What follows belongs to an exercise in optimizing a design on an open flow for small area and a short achievable clock period; a production flow would make more cautious choices.
Where RTL was checked, it was by simulation tests only, not by an equivalence proof against the original.

## before
Design top_fsm, start of the top module:
module top_fsm(
	input clk,
	input reset,
	input rightBtn,
	input leftBtn,
	input upBtn,
	input downBtn,
	input crightBtn,
	input cleftBtn,
	input cupBtn,
	input cdownBtn,
	output reg [7:0] segCode,
	output wire [3:0] an,
	output wire [2:0] red,
	output wire [2:0] green,
	output wire [1:0] blue,
	output wire hsync,
	output wire vsync,
	output wire [3:0] catX,
	output wire [3:0] catY,
	output wire [3:0] mouseX,
	output wire [3:0] mouseY,
	output wire [3:0] goalX,
	output wire [3:0] goalY,
	output wire [13:0] score,
	output wire gameOver
);
export LEC_CHECK = 0
export ABC_AREA = 1
export CAP_MARGIN = 20
export CORE_MARGIN = 2
export CORE_UTILIZATION = 40
export SLEW_MARGIN = 20
create_clock -name core_clock -period 90.0 [get_ports {clk}]
run.sh (not shown) runs the stock make flow with config.mk's settings and CLKGATE_MAP_FILE= SYNTH_SCRIPT=/design/flow/synth_recipe.tcl, a recipe that flattens the netlist after the stock synthesis.
--- input diff before..after ---
==> flow/flow/run.sh (new file) <==
#!/bin/bash
# The standard layout (the standard.sh, all steps), with two changes in
# how it is made, not in what it is held to:
# - the ports are buffered with a plain buffer instead of ORFS's default
#   pick, a delay cell (every port still gets its own buffer);
# - ORFS's timing repair aims for 69.5 ns of setup slack at the design's
#   90 ns clock, so that it speeds up the paths that set the achieved period.
set -euo pipefail
export BUFFER_PORTS_ARGS="-buffer_cell sky130_fd_sc_hd__buf_2"
export SETUP_SLACK_MARGIN=69.5
bash standard.sh > standard.log 2>&1
==> flow/standard.sh (new file) <==
#!/bin/bash
# synth_recipe.tcl (not shown) runs the flow's synth.tcl, then flattens the netlist and writes it again
# the make line also repeats each setting of config.mk as NAME=value (left out here)
make -C /OpenROAD-flow-scripts/flow DESIGN_CONFIG=/design/flow/config.mk WORK_HOME=/design/flow/orfs CLKGATE_MAP_FILE= SYNTH_SCRIPT=/design/flow/synth_recipe.tcl "${@:-finish}"
removed: flow/run.sh
Vias after detailed routing in after is 0.52% higher than in before
Share of the final layout cell area in sequential cells up 0.35 points in after wrt before
Compared with before, after shows a worst-case register-to-register setup slack that is 0.06 ns lower.
Compared with before, after shows a higher post-layout worst setup margin.
Function was not checked in any run of this note: the RTL went through the layout flow alone.

---

## job 2860
Another version of the RTL of top_fsm (not shown whole).
Size: roughly 2300 cells after synthesis, ~280 flip-flops, ~71 I/O pins, ~17000 um^2 of cells after synthesis.
Settings: LEC_CHECK=0, ABC_AREA=1, CAP_MARGIN=20, CORE_MARGIN=2, CORE_UTILIZATION=72, CTS_CLUSTER_DIAMETER=80, CTS_CLUSTER_SIZE=25, SLEW_MARGIN=20; clock period 90.0 ns.
standard.sh (not shown) runs the stock make flow with config.mk's settings and CLKGATE_MAP_FILE= SYNTH_SCRIPT=/design/flow/synth_recipe.tcl, a recipe that flattens the netlist after the stock synthesis.
==> flow/flow/run.sh <==
#!/bin/bash
# The standard layout (standard.sh), with these changes in how it is
# made, not in what it is held to:
# - synthesis leaves adders as plain gates for ABC (no full/half-adder cell
#   extraction) and maps the logic with flow/abc_area.script, an
#   area-oriented ABC script; registers are mapped before ABC, so they are as
#   in the standard synthesis; the rest of the flow uses ORFS's own scripts;
# - the ports are buffered with a plain buffer instead of ORFS's default
#   pick, a delay cell (every port still gets its own buffer);
# - ORFS's timing repair aims for 69.3 ns of setup slack at the design's
#   90 ns clock, so that it speeds up the paths that set the achieved period.
set -euo pipefail
export BUFFER_PORTS_ARGS="-buffer_cell sky130_fd_sc_hd__buf_2"
export SETUP_SLACK_MARGIN=69.3
rm -rf synth_scripts
cp -r "$FLOW_HOME/scripts" synth_scripts
cp flow/abc_area.script synth_scripts/abc_area.script
ADDER_MAP_FILE= SCRIPTS_DIR="$PWD/synth_scripts" bash standard.sh synth > synth.log 2>&1
bash standard.sh > standard.log 2>&1
==> flow/flow/abc_area.script <==
strash
dc2
strash
dch -f
amap
mfs2 -W 4 -M 5000
strash
dch -f
amap
topo
stime -c
Job 2860: no failed stages, no open violations at the end
#### Input delta (job 7210 over job 2860)
--- a/flow/flow/run.sh
+++ b/flow/flow/run.sh
@@ -8,9 +8,9 @@
 # - the ports are buffered with a plain buffer instead of ORFS's default
 #   pick, a delay cell (every port still gets its own buffer);
-# - ORFS's timing repair aims for 69.3 ns of setup slack at the design's
+# - ORFS's timing repair aims for 69.6 ns of setup slack at the design's
 #   90 ns clock, so that it speeds up the paths that set the achieved period.
 set -euo pipefail
 export BUFFER_PORTS_ARGS="-buffer_cell sky130_fd_sc_hd__buf_2"
-export SETUP_SLACK_MARGIN=69.3
+export SETUP_SLACK_MARGIN=69.6
 rm -rf synth_scripts
 cp -r "$FLOW_HOME/scripts" synth_scripts
Findings:
Every run in the comparison, job 7210 and job 2860, completed the flow with a clean layout. Job 7210 ended up with a higher share of the core filled with cells in the final layout than job 2860 did. Relative to job 2860, the all-layer global routing usage of job 7210 is lower by 2.1 points. Compared to job 2860, job 7210 has count of fill cells added during filler insertion 0.85% higher.
Modified inputs, job 7237 compared to job 7210
--- a/flow/flow/run.sh
+++ b/flow/flow/run.sh
@@ -8,9 +8,9 @@
 # - the ports are buffered with a plain buffer instead of ORFS's default
 #   pick, a delay cell (every port still gets its own buffer);
-# - ORFS's timing repair aims for 69.6 ns of setup slack at the design's
+# - ORFS's timing repair aims for 69.0 ns of setup slack at the design's
 #   90 ns clock, so that it speeds up the paths that set the achieved period.
 set -euo pipefail
 export BUFFER_PORTS_ARGS="-buffer_cell sky130_fd_sc_hd__buf_2"
-export SETUP_SLACK_MARGIN=69.6
+export SETUP_SLACK_MARGIN=69.0
 rm -rf synth_scripts
 cp -r "$FLOW_HOME/scripts" synth_scripts
==> results.txt <==
On job 7237: design area is 0.83% lower than what job 7210 gave.
Multi-input combinational cell area is lower on job 7237
Job 7237 ends up with a largest driver fanout on the critical path that is 1 lower than in job 7210.
Job 7237 finished end to end and its layout was clean on timing, DRC and antenna.
Between job 7210 and job 7237, the difference in final non-filler cell total is negligible.
The highest signal layer in the routed design comes out met4 in one run and met5 in the other, namely in job 7237 and job 7210 respectively.
From job 7210 to job 7237 the numbers moved as follows: timing-limited maximum frequency went down by about 1.5%; utilization after layout went down by 0.67 points.
The met1 usage in global routing of job 7237 falls short of that of job 7210 by 2.6 points.
Relative to job 7210, the number of DRC markers in iteration 0 measured on job 7237 has decreased slightly.
Reported for job 7210 and job 7237, fraction of the mapped netlist area in compound gates turned out identical to the last digit.
What job 4509 does differently from job 7237 at the input level:
Settings: swapping 25 for 30 in CTS_CLUSTER_SIZE; swapping 80 for 100 in CTS_CLUSTER_DIAMETER.
--- a/flow/flow/run.sh
+++ b/flow/flow/run.sh
@@ -8,9 +8,9 @@
 # - the ports are buffered with a plain buffer instead of ORFS's default
 #   pick, a delay cell (every port still gets its own buffer);
-# - ORFS's timing repair aims for 69.0 ns of setup slack at the design's
+# - ORFS's timing repair aims for 69.9 ns of setup slack at the design's
 #   90 ns clock, so that it speeds up the paths that set the achieved period.
 set -euo pipefail
 export BUFFER_PORTS_ARGS="-buffer_cell sky130_fd_sc_hd__buf_2"
-export SETUP_SLACK_MARGIN=69.0
+export SETUP_SLACK_MARGIN=69.9
 rm -rf synth_scripts
 cp -r "$FLOW_HOME/scripts" synth_scripts
[summary]
Part of the cycle the worst path needs ends up lower on job 4509.
Global-route met1 utilization sits higher in job 4509 than in job 7237.
Fraction of standard cell area that is sequential: lower on job 4509
Compared to job 7237, job 4509 has instance area at placement 1.3% higher.
Job 4509 vs job 7237, instance count: job 4509 higher
Going from job 7237 to job 4509, wire length rose by about 3.4%; setup slack has increased.
What job 2022 does differently from job 4509 at the input level:
Settings: a change of CTS_CLUSTER_DIAMETER from 100 to 80; a change of CORE_UTILIZATION from 72 to 65; a change of CTS_CLUSTER_SIZE from 30 to 25.
### Flow results
- Lower actual transition at the worst max-transition pin was reported by job 2022, not job 4509.
- Job 4509 was smaller in final cell area than job 2022.
- Job 2022 vs job 4509 — met3 layer wire length in the routed design dropped by more than 10%
- Taking job 4509 as the reference point, the register fraction of the total cell area of job 2022 falls by 0.33 points.
- The die used by job 2022 is larger than the one used by job 4509.
Changes in job 8240 relative to job 2022:
Settings: CORE_UTILIZATION now 72, was 65.
[summary]
- Job 8240 gives more number of antenna violations at the first check in global routing than job 2022 did.
- Job 8240 closes out successfully: all stages finished, all timing, DRC and antenna checks passed.
- Diff job 2022 -> job 8240: worst hold margin has remained practically unchanged; wire length of the first global-routing pass moved up; die span in y lost 8.1 um.

---

== lane 1 ==
top_fsm, a different RTL version from the one above (not shown whole).
For scale: roughly 2,300 cells after synthesis, roughly 280 flip-flops.
==> flow/config.mk <==
export PLATFORM = sky130hd
export DESIGN_NAME = top_fsm
export DESIGN_NICKNAME = top_fsm
export VERILOG_FILES = /design/flow/design.v
export SDC_FILE = /design/flow/constraint.sdc
export NUM_CORES = 4
export LEC_CHECK = 0
export ABC_AREA = 1
export CAP_MARGIN = 20
export CORE_MARGIN = 2
export CORE_UTILIZATION = 65
export CTS_CLUSTER_DIAMETER = 80
export CTS_CLUSTER_SIZE = 25
export SLEW_MARGIN = 20
==> flow/constraint.sdc <==
create_clock -name core_clock -period 90.0 [get_ports {clk}]
set_input_delay 18.0000 -clock core_clock [delete_from_list [all_inputs] [get_ports {clk}]]
set_output_delay 18.0000 -clock core_clock [all_outputs]
set_load 0.01 [all_outputs]
==> flow/flow/run.sh <==
#!/bin/bash
# The standard layout (standard.sh), with these changes in how it is
# made, not in what it is held to:
# - synthesis maps the logic with flow/abc_area.script, an area-oriented ABC
#   script (registers are mapped before ABC, so they are as in the standard
#   synthesis); the rest of the flow uses ORFS's own scripts unchanged;
# - the ports are buffered with a plain buffer instead of ORFS's default
#   pick, a delay cell (every port still gets its own buffer);
# - ORFS's timing repair aims for 69.9 ns of setup slack at the design's
#   90 ns clock, so that it speeds up the paths that set the achieved period.
set -euo pipefail
export BUFFER_PORTS_ARGS="-buffer_cell sky130_fd_sc_hd__buf_2"
export SETUP_SLACK_MARGIN=69.9
rm -rf synth_scripts
cp -r "$FLOW_HOME/scripts" synth_scripts
cp flow/abc_area.script synth_scripts/abc_area.script
SCRIPTS_DIR="$PWD/synth_scripts" bash standard.sh synth > synth.log 2>&1
bash standard.sh > standard.log 2>&1
==> flow/flow/abc_area.script <==
strash
dc2
strash
dch -f
amap
mfs2
strash
dch -f
amap
topo
stime -c
Changes in lane 2 relative to lane 1:
- clearing CTS_CLUSTER_SIZE, which used to be 25
- clearing CTS_CLUSTER_DIAMETER, which used to be 80
==> flow/flow/run.sh <==
#!/bin/bash
# The standard layout (the standard.sh, all steps), with two changes in
# how it is made, not in what it is held to:
# - the ports are buffered with a plain buffer instead of ORFS's default
#   pick, a delay cell (every port still gets its own buffer);
# - ORFS's timing repair aims for 69.9 ns of setup slack at the design's
#   90 ns clock, so that it speeds up the paths that set the achieved period.
set -euo pipefail
export BUFFER_PORTS_ARGS="-buffer_cell sky130_fd_sc_hd__buf_2"
export SETUP_SLACK_MARGIN=69.9
bash standard.sh > standard.log 2>&1
removed: flow/flow/abc_area.script
Findings:
- Filler cell count in the final layout: higher on lane 2
- Number of library cell types mapped by synthesis in lane 2 is 12 higher than in lane 1
- Total wire length after detailed routing (lane 2 over lane 1): increase, about 13%
- Clock-cell share of area (lower): lane 1
- Diff lane 2 and lane 1: sequential share of layout area higher in lane 1
- Lane 1 ended up with downBtn as its first element of the critical path; lane 2 ended up with cdownBtn.
- The non-clock buffer count in lane 2 sits 8.9% below the value recorded for lane 1.
- In the flow results for lane 2 and lane 1, the total non-filler cell area in the finished layout is larger on lane 2.
- Fmax | lane 2 vs lane 1 | lane 2 faster
Relative to lane 2, the following input files were edited for lane 3:
- an added CTS_CLUSTER_DIAMETER of 80
- a change of CORE_UTILIZATION from 65 to 72
- an added CTS_CLUSTER_SIZE of 25
-- flow/flow/run.sh --
<<< lane 2, line 2
# The standard layout (the standard.sh, all steps), with two changes in
# how it is made, not in what it is held to:
>>> lane 3, line 2
# The standard layout (standard.sh), with these changes in how it is
# made, not in what it is held to:
# - synthesis leaves adders as plain gates for ABC (no full/half-adder cell
#   extraction) and maps the logic with flow/abc_area.script, an
#   area-oriented ABC script; registers are mapped before ABC, so they are as
#   in the standard synthesis; the rest of the flow uses ORFS's own scripts;
<<< lane 2, line 11
>>> lane 3, line 15
rm -rf synth_scripts
cp -r "$FLOW_HOME/scripts" synth_scripts
cp flow/abc_area.script synth_scripts/abc_area.script
ADDER_MAP_FILE= SCRIPTS_DIR="$PWD/synth_scripts" bash standard.sh synth > synth.log 2>&1
==> flow/flow/abc_area.script (new file) <==
strash
dc2
strash
dch -f
amap
mfs2 -W 4 -M 5000
strash
dch -f
amap
topo
stime -c
==> results.txt <==
Lane 3 | stages: all done | timing, DRC, antenna: all pass. Lane 2 reports its slowest cell on the critical path as nor4_1 while lane 3 reports or3_4. Compared to lane 2, lane 3 has buffering overhead 1.1 points higher. Final-stage net count: lane 3 vs lane 2 down 14%. The top achievable clock speed of lane 3 falls short of that of lane 2 by 1.3%. Going from lane 2 to lane 3, the data arrival time of the critical path was found to have gone up by 0.24 ns. Diff lane 2 -> lane 3: area share of xor/xnor cells in the synthesized design went down 4.2 points, non-clock buffer count went up 15, number of well-tap cells placed went down about 20%.

---

run A:
Another version of the RTL of top_fsm (not shown whole).
For scale: about 2600 cells after synthesis, about 280 flip-flops.
Design top_fsm, start of the top module:
module top_fsm(
	input clk,
	input reset,
	input rightBtn,
	input leftBtn,
	input upBtn,
	input downBtn,
	input crightBtn,
	input cleftBtn,
	input cupBtn,
	input cdownBtn,
	output reg [7:0] segCode,
	output wire [3:0] an,
	output wire [2:0] red,
	output wire [2:0] green,
	output wire [1:0] blue,
	output wire hsync,
	output wire vsync,
	output wire [3:0] catX,
	output wire [3:0] catY,
	output wire [3:0] mouseX,
	output wire [3:0] mouseY,
	output wire [3:0] goalX,
	output wire [3:0] goalY,
	output wire [13:0] score,
	output wire gameOver
);
wire [3:0] pcol, prow;
wire pMouse, pCat, pGoal, nGameOver;
Location locate(
	.rightBtn(rightBtn),
	.leftBtn(leftBtn),
	.upBtn(upBtn),
	.downBtn(downBtn),
	.crightBtn(crightBtn),
	.cleftBtn(cleftBtn),
	.cupBtn(cupBtn),
	.cdownBtn(cdownBtn),
	.clock(clk),
	.reset(reset),
	.CatX(catX),
	.CatY(catY),
	.MouseX(mouseX),
	.MouseY(mouseY),
	.GoalX(goalX),
	.GoalY(goalY),
	.Score(score),
	.GameOver(gameOver),
	.pcol(pcol),
	.prow(prow),
	.pMouse(pMouse),
	.pCat(pCat),
	.pGoal(pGoal),
	.nGameOver(nGameOver)
);
wire [3:0] ones, tens, hundreds, thousands;
scoreConverter converter(
	.score(score),
	.ones(ones),
	.tens(tens),
	.hundreds(hundreds),
	.thousands(thousands)
);
vga640x480 drawScreen(
	.clk(clk),
	.reset(reset),
	.pcol(pcol),
	.prow(prow),
	.pMouse(pMouse),
	.pCat(pCat),
	.pGoal(pGoal),
	.GameOver(nGameOver),
	.hsync(hsync),
	.vsync(vsync),
	.red(red),
	.green(green),
	.blue(blue)
);
reg [1:0] count;
always @(posedge clk or posedge reset) begin
	if (reset)
		count <= 2'b00;
	else
		count <= {count[1] ^ count[0], ~count[0]};
end
reg [3:0] digit;
always @(*) begin
	case (count)
		2'd0: digit = ones;
		2'd1: digit = tens;
		2'd2: digit = hundreds;
		default: digit = thousands;
	endcase
end
wire [7:0] seg;
display_comb decode(
	.digit(digit),
	.segCode(seg)
);
reg [1:0] shown;
always @(posedge clk) begin
	segCode <= seg;
	shown <= count;
end
assign an = (shown == 2'd0) ? 4'b1110 :
            (shown == 2'd1) ? 4'b1101 :
  ...
export LEC_CHECK = 0
export ABC_AREA = 1
export CAP_MARGIN = 20
export CORE_MARGIN = 2
export CORE_UTILIZATION = 65
export SLEW_MARGIN = 20
create_clock -name core_clock -period 90.0 [get_ports {clk}]
==> flow/flow/run.sh <==
#!/bin/bash
# The standard layout (the standard.sh, all steps), with two changes in
# how it is made, not in what it is held to:
# - the ports are buffered with a plain buffer instead of ORFS's default
#   pick, a delay cell (every port still gets its own buffer);
# - ORFS's timing repair aims for 69.9 ns of setup slack at the design's
#   90 ns clock, so that it speeds up the paths that set the achieved period.
set -euo pipefail
export BUFFER_PORTS_ARGS="-buffer_cell sky130_fd_sc_hd__buf_2"
export SETUP_SLACK_MARGIN=69.9
bash standard.sh > standard.log 2>&1
Run A: done, clean on timing, DRC and antenna
#### Input delta (run B over run A)
# run A
export LEC_CHECK = 0
export ABC_AREA = 1
export CAP_MARGIN = 20
export CORE_MARGIN = 2
export CORE_UTILIZATION = 65
export SLEW_MARGIN = 20
create_clock -name core_clock -period 90.0 [get_ports {clk}]
# run B
export LEC_CHECK = 0
export ABC_AREA = 1
export CAP_MARGIN = 20
export CORE_MARGIN = 2
export CORE_UTILIZATION = 65
export CTS_CLUSTER_DIAMETER = 80
export CTS_CLUSTER_SIZE = 25
export SLEW_MARGIN = 20
create_clock -name core_clock -period 90.0 [get_ports {clk}]
[summary]
- Run B reached the final stage; the timing, DRC and antenna checks on its layout passed.
- Compared to run A, the routing of run B uses less wire.
- Run B vs. run A: total area of multi-input combinational cells level; register fraction of the total cell area moved up.
- Cell count shrinks slightly when moving from run A to run B.
- The slowest cell on the critical path comes out mux2_1 in one run and o41ai_4 in the other, namely in run A and run B respectively.
- Run B against run A: maximum frequency comparable.
The following lists how run C was set up differently from run B:
# run B
export LEC_CHECK = 0
export ABC_AREA = 1
export CAP_MARGIN = 20
export CORE_MARGIN = 2
export CORE_UTILIZATION = 65
export CTS_CLUSTER_DIAMETER = 80
export CTS_CLUSTER_SIZE = 25
export SLEW_MARGIN = 20
create_clock -name core_clock -period 90.0 [get_ports {clk}]
# run C
export LEC_CHECK = 0
export ABC_AREA = 1
export CAP_MARGIN = 20
export CORE_MARGIN = 2
export CORE_UTILIZATION = 65
export CTS_BUF_LIST = sky130_fd_sc_hd__clkbuf_4 sky130_fd_sc_hd__clkbuf_8
export SLEW_MARGIN = 20
create_clock -name core_clock -period 90.0 [get_ports {clk}]
--- outcome ---
- [run C vs run B] first-pass GRT wire length: higher in run C
- The run with more routed wire is run C, not run B.
- Total track usage: run C > run B
Inputs modified between run C and run D:
# run C
export LEC_CHECK = 0
export ABC_AREA = 1
export CAP_MARGIN = 20
export CORE_MARGIN = 2
export CORE_UTILIZATION = 65
export CTS_BUF_LIST = sky130_fd_sc_hd__clkbuf_4 sky130_fd_sc_hd__clkbuf_8
export SLEW_MARGIN = 20
create_clock -name core_clock -period 90.0 [get_ports {clk}]
# run D
export LEC_CHECK = 0
export ABC_AREA = 1
export CAP_MARGIN = 20
export CORE_MARGIN = 2
export CORE_UTILIZATION = 40
export SLEW_MARGIN = 20
create_clock -name core_clock -period 90.0 [get_ports {clk}]
==> flow/flow/run.sh <==
#!/bin/bash
# The standard layout (the standard.sh, all steps), with two changes in
# how it is made, not in what it is held to:
# - the ports are buffered with a plain buffer instead of ORFS's default
#   pick, a delay cell (every port still gets its own buffer);
# - ORFS's timing repair aims for 69.8 ns of setup slack at the design's
#   90 ns clock, so that it speeds up the paths that set the achieved period.
set -euo pipefail
export BUFFER_PORTS_ARGS="-buffer_cell sky130_fd_sc_hd__buf_2"
export SETUP_SLACK_MARGIN=69.8
bash standard.sh > standard.log 2>&1
==> comparison <==
Between run C and run D, the flow reports non-clock buffer instance count of the final layout decreasing by a few percent. Run D can be clocked slower than run C. Delta (run D minus run C): final worst-path setup slack has decreased, clock period minus final worst setup slack has increased, multi-input logic area has remained practically unchanged, total inserted antenna cells has remained practically unchanged. Diff run C and run D: layout overhead on the synthesized area lower in run C. [compare] base=run C new=run D: count of buffer and inverter cells on the critical path comparable, routed wire length saw a decrease, proportion of cell area occupied by registers has decreased.
No run of this note included a check of the RTL's function; only the layout flow was run.

## separate check: timing with driven ports
How much do the figures lean on ideal ports? The routed layouts below were timed once more, with nothing changed but the port constraints. Step 1 sets driving cells, clkbuf_16 on the clock port and buf_2 on the other inputs (assumed; they add their load-dependent delay and slew). Step 2 times the ports against the registers' clock, not the clock port: input delays grow and output delays shrink by t, the midpoint of the rising clock arrivals with the driver on. Three values: no drivers, after step 1, after step 2; two values: the first two.
| run | t (ns) | slack for setup (ns) | hold WS [ns] | latest minus earliest clock arrival (ns) | pins driven straight from the clock port |
|---|---|---|---|---|---|
| before | 0.606 | 68.631 / 68.668 / 68.062 | 0.365 / 0.365 / 0.365 | 0.021 / 0.022 | 1 |
| after | 0.609 | 69.736 / 69.773 / 69.164 | 0.358 / 0.358 / 0.358 | 0.025 / 0.026 | 1 |
| job 2860 | 0.565 | 69.469 / 69.503 / 68.938 | 0.356 / 0.356 / 0.356 | 0.034 / 0.035 | 1 |
| job 7210 | 0.568 | 69.546 / 69.577 / 69.009 | 0.371 / 0.371 / 0.371 | 0.025 / 0.025 | 1 |
| job 7237 | 0.573 | 69.236 / 69.271 / 68.698 | 0.364 / 0.364 / 0.364 | 0.031 / 0.031 | 1 |
| job 4509 | 0.555 | 69.747 / 69.755 / 69.200 | 0.368 / 0.368 / 0.368 | 0.030 / 0.029 | 1 |
| job 2022 | 0.562 | 69.780 / 69.792 / 69.230 | 0.366 / 0.366 / 0.366 | 0.023 / 0.024 | 1 |
| job 8240 | 0.573 | 69.793 / 69.801 / 69.228 | 0.365 / 0.365 / 0.365 | 0.019 / 0.020 | 1 |
| lane 1 | 0.569 | 69.926 / 69.918 / 69.349 | 0.369 / 0.369 / 0.369 | 0.040 / 0.040 | 1 |
| lane 2 | 0.626 | 70.074 / 70.112 / 69.486 | 0.363 / 0.363 / 0.363 | 0.022 / 0.022 | 1 |
| lane 3 | 0.560 | 69.820 / 69.846 / 69.285 | 0.375 / 0.375 / 0.375 | 0.021 / 0.021 | 1 |
| run A | 0.636 | 70.022 / 70.050 / 69.414 | 0.364 / 0.364 / 0.364 | 0.016 / 0.016 | 1 |
| run B | 0.568 | 70.020 / 70.021 / 69.453 | 0.364 / 0.364 / 0.364 | 0.026 / 0.025 | 1 |
| run C | 0.621 | 69.987 / 70.008 / 69.387 | 0.366 / 0.366 / 0.366 | 0.034 / 0.034 | 1 |
| run D | 0.587 | 69.907 / 69.936 / 69.349 | 0.363 / 0.363 / 0.363 | 0.018 / 0.018 | 1 |
After both steps every run listed still meets setup and hold. The setup slack of run A, which loses most, moves by +0.028 ns with the drivers and by -0.608 ns with both steps.
